Source: an optimization exercise on an open RTL-to-GDS flow (aim: small area). Production flows keep margins and buffers that such runs may drop.
The RTL was checked by simulation tests, not by an equivalence proof against the original design.
No activity file was given, so power comes from the tool's default toggle rates.

## accel
module accel (
   input                      clk,
   input                      rst_n,
   input                      spi_clk_out,
   output           [7:0]     HEX0,
   output           [7:0]     HEX1,
   output           [7:0]     HEX2,
   output           [7:0]     HEX3,
   output           [7:0]     HEX4,
   output           [7:0]     HEX5,
   input            [1:0]     KEY,
   output           [9:0]     LEDR,
   input            [9:0]     SW,
   output                     GSENSOR_CS_N,
   output                     GSENSOR_SCLK,
   output                     GSENSOR_SDI,
   input                      GSENSOR_SDO
   );
For scale: roughly 1300 cells after synthesis, about 77 I/O pins, ~15000 µm² of cells after synthesis.
export LEC_CHECK = 0
export ABC_AREA = 1
export CAP_MARGIN = 20
export CORE_MARGIN = 2
export CORE_UTILIZATION = 60
export SLEW_MARGIN = 20
create_clock -name core_clock -period 32.0 [get_ports {clk}]
standard.sh (not shown) runs the stock make flow with config.mk's settings and CLKGATE_MAP_FILE= SYNTH_SCRIPT=/design/flow/synth_recipe.tcl, a recipe that flattens the netlist after the stock synthesis.
==> flow/flow/run.sh <==
#!/bin/bash
# 1. the standard synthesis.
# 2. Its combinational logic re-mapped for area by yosys/abc with eight abc
#    scripts (flow/abc_*.abc), four at a time; the flip-flops keep their cells
#    and names. The smallest result that a SAT proof shows equivalent to the
#    standard synthesis is kept (else the standard synthesis itself).
# 3. Full-adder polarities chosen to need fewer inverters (flow/fafix.py),
#    kept only if a SAT proof shows it equivalent too.
# 4. the standard layout of that netlist, with no dummy loads in the clock
#    tree, clkbuf_16 clock buffers in clusters of up to 30 sinks, and buf_1
#    port buffers.
# Each tool writes its full output to a log file here.
set -euo pipefail
HERE=$(pwd)
PLAT=$FLOW_HOME/platforms/$FLOW_PLATFORM
LIB=$PLAT/lib/sky130_fd_sc_hd__tt_025C_1v80.lib
RES=$HERE/orfs/results/$FLOW_PLATFORM/accel/base
YOSYS=$FLOW_HOME/../tools/install/yosys/bin/yosys
[[ -x $YOSYS ]] || YOSYS=yosys

bash standard.sh synth > 1_standard_synth.log 2>&1
cp "$RES/1_2_yosys.v" std_synth.v

python3 flow/genmap.py "$LIB" > cellmap.v 2> 2_genmap.log
DONTUSE=$(sed -n '/DONT_USE_CELLS +=/,/^#/p' "$PLAT/config.mk" | grep -oE 'sky130_fd_sc_hd__[A-Za-z0-9_]+' | sed 's/^/-dont_use /' | tr '\n' ' ')

# equiv GOLD GATE LOG: SAT proof that two netlists are equivalent
equiv() {
  python3 flow/cutflops.py "$1" "${1%.v}_cut.v" >> "$3" 2>&1 &&
  python3 flow/cutflops.py "$2" "${2%.v}_cut.v" >> "$3" 2>&1 &&
  sed -e "s#@TOP@#$FLOW_TOP#g" -e "s#@GOLD@#${1%.v}_cut.v#g" -e "s#@GATE@#${2%.v}_cut.v#g" \
      flow/eq.ys.in > "${3%.log}.ys" &&
  timeout 600 "$YOSYS" -s "${3%.log}.ys" >> "$3" 2>&1 &&
  grep -q "SAT proof finished - no model found: SUCCESS" "$3"
}

VARIANTS="a b c d L0 L6 L8 L9"
run_variant() {
  sed -e "s#@LIB@#$LIB#g" -e "s#@PLAT@#$PLAT#g" -e "s#@TOP@#$FLOW_TOP#g" \
      -e "s#@ABC@#$HERE/flow/abc_$1.abc#g" -e "s#@DONTUSE@#$DONTUSE#g" \
      -e "s#@NAME@#reopt_$1#g" flow/reopt.ys.in > reopt_$1.ys
  timeout 900 "$YOSYS" -s reopt_$1.ys > 3_reopt_$1_yosys.log 2>&1 || true
}
for v in a b c d; do run_variant $v & done
wait
for v in L0 L6 L8 L9; do run_variant $v & done
wait

NETLIST=$HERE/std_synth.v
for v in $(for v in $VARIANTS; do
             a=$(grep -oE "Chip area for module .*: [0-9.]+" reopt_${v}_stat.txt 2>/dev/null | awk '{print $NF}')
             [[ -n "$a" && -s reopt_$v.v ]] && echo "$a $v"
           done | sort -g | awk '{print $2}'); do
  if equiv std_synth.v reopt_$v.v 4_equiv_reopt_$v.log; then
    NETLIST=$HERE/reopt_$v.v
    break
  fi
done
echo "after re-mapping: $NETLIST" > 5_netlist_choice.log

if python3 flow/fafix.py "$NETLIST" fafix.v > 6_fafix.log 2>&1 &&
   equiv "$NETLIST" fafix.v 7_equiv_fafix.log; then
  NETLIST=$HERE/fafix.v
fi
echo "for the layout: $NETLIST" >> 5_netlist_choice.log

bash standard.sh clean_synth > 8_clean_synth.log 2>&1
bash standard.sh SYNTH_NETLIST_FILES="$NETLIST" \
   "CTS_ARGS=-sink_clustering_enable -repair_clock_nets -dont_use_dummy_load -buf_list sky130_fd_sc_hd__clkbuf_16 -sink_clustering_size 30 -sink_clustering_max_diameter 100" \
   "BUFFER_PORTS_ARGS=-buffer_cell sky130_fd_sc_hd__buf_1" \
   finish > 9_standard_layout.log 2>&1
==> flow/flow/abc_L0.abc <==
strash; dc2; &get -n; &deepsyn -T 60 -S 0; &put; dc2; &get -n; &deepsyn -T 60 -S 20; &put; dc2; dch -f; amap; topo
==> flow/flow/abc_L6.abc <==
strash; dc2; &get -n; &deepsyn -T 60 -S 6; &put; dc2; &get -n; &deepsyn -T 60 -S 26; &put; dc2; dch -f; amap; topo
==> flow/flow/abc_L8.abc <==
strash; dc2; &get -n; &deepsyn -T 60 -S 8; &put; dc2; &get -n; &deepsyn -T 60 -S 28; &put; dc2; dch -f; amap; topo
==> flow/flow/abc_L9.abc <==
strash; dc2; &get -n; &deepsyn -T 60 -S 9; &put; dc2; &get -n; &deepsyn -T 60 -S 29; &put; dc2; dch -f; amap; topo
Other scripts of this flow, unchanged in this note and not shown: flow/flow/abc_a.abc, flow/flow/abc_b.abc, flow/flow/abc_c.abc, flow/flow/abc_d.abc, flow/flow/cutflops.py, flow/flow/eq.ys.in, flow/flow/fafix.py, flow/flow/genmap.py, flow/flow/reopt.ys.in
Change:
--- a/flow/flow/run.sh
+++ b/flow/flow/run.sh
@@ -2,4 +2,4 @@
 # 1. the standard synthesis.
-# 2. Its combinational logic re-mapped for area by yosys/abc with eight abc
-#    scripts (flow/abc_*.abc), four at a time; the flip-flops keep their cells
+# 2. Its combinational logic re-mapped for area by yosys/abc with four abc
+#    scripts (flow/abc_*.abc), in parallel; the flip-flops keep their cells
 #    and names. The smallest result that a SAT proof shows equivalent to the
@@ -36,12 +36,8 @@
 
-VARIANTS="a b c d L0 L6 L8 L9"
-run_variant() {
+for v in a b c d; do
   sed -e "s#@LIB@#$LIB#g" -e "s#@PLAT@#$PLAT#g" -e "s#@TOP@#$FLOW_TOP#g" \
-      -e "s#@ABC@#$HERE/flow/abc_$1.abc#g" -e "s#@DONTUSE@#$DONTUSE#g" \
-      -e "s#@NAME@#reopt_$1#g" flow/reopt.ys.in > reopt_$1.ys
-  timeout 900 "$YOSYS" -s reopt_$1.ys > 3_reopt_$1_yosys.log 2>&1 || true
-}
-for v in a b c d; do run_variant $v & done
-wait
-for v in L0 L6 L8 L9; do run_variant $v & done
+      -e "s#@ABC@#$HERE/flow/abc_$v.abc#g" -e "s#@DONTUSE@#$DONTUSE#g" \
+      -e "s#@NAME@#reopt_$v#g" flow/reopt.ys.in > reopt_$v.ys
+  ( timeout 900 "$YOSYS" -s reopt_$v.ys > 3_reopt_${v}_yosys.log 2>&1 || true ) &
+done
 wait
@@ -49,3 +45,3 @@
 NETLIST=$HERE/std_synth.v
-for v in $(for v in $VARIANTS; do
+for v in $(for v in a b c d; do
              a=$(grep -oE "Chip area for module .*: [0-9.]+" reopt_${v}_stat.txt 2>/dev/null | awk '{print $NF}')
removed: flow/flow/abc_L0.abc
removed: flow/flow/abc_L6.abc
removed: flow/flow/abc_L8.abc
removed: flow/flow/abc_L9.abc
Effect: The changed run ran to the end with no violations. Cell count climbs by 0.70%. Power climbs by 0.50%. Core utilization climbs by 0.27 points. Setup slack degrades by 200 ps. Die area climbs by 0.40%. Maximum frequency drops by 1.1%. Final area climbs by 0.42%.

## static timing again, ports no longer ideal
In the flow no input, the clock included, has a driving cell. The finished layouts below were timed again as built, in two steps.
Step 1 assumes that a clkbuf_16 drives the clock port and a buf_2 every other input.
Step 2 moves the port delays by t, midway between the first and last clock arrival at a register: inputs arrive t later, outputs are due t later. That takes back most of the time a late clock gives input paths.
Slacks: ideal / step 1 / step 2; pairs: ideal / step 1.
| run | t (ns) | setup slack, ns | worst setup path at the end |
|---|---|---|---|
| the first run | 0.558 | 14.190 / 14.137 / 14.695 | register to output |
| the second run | 0.547 | 13.991 / 13.942 / 14.489 | register to output |
After both steps setup and hold are still met in every run listed.
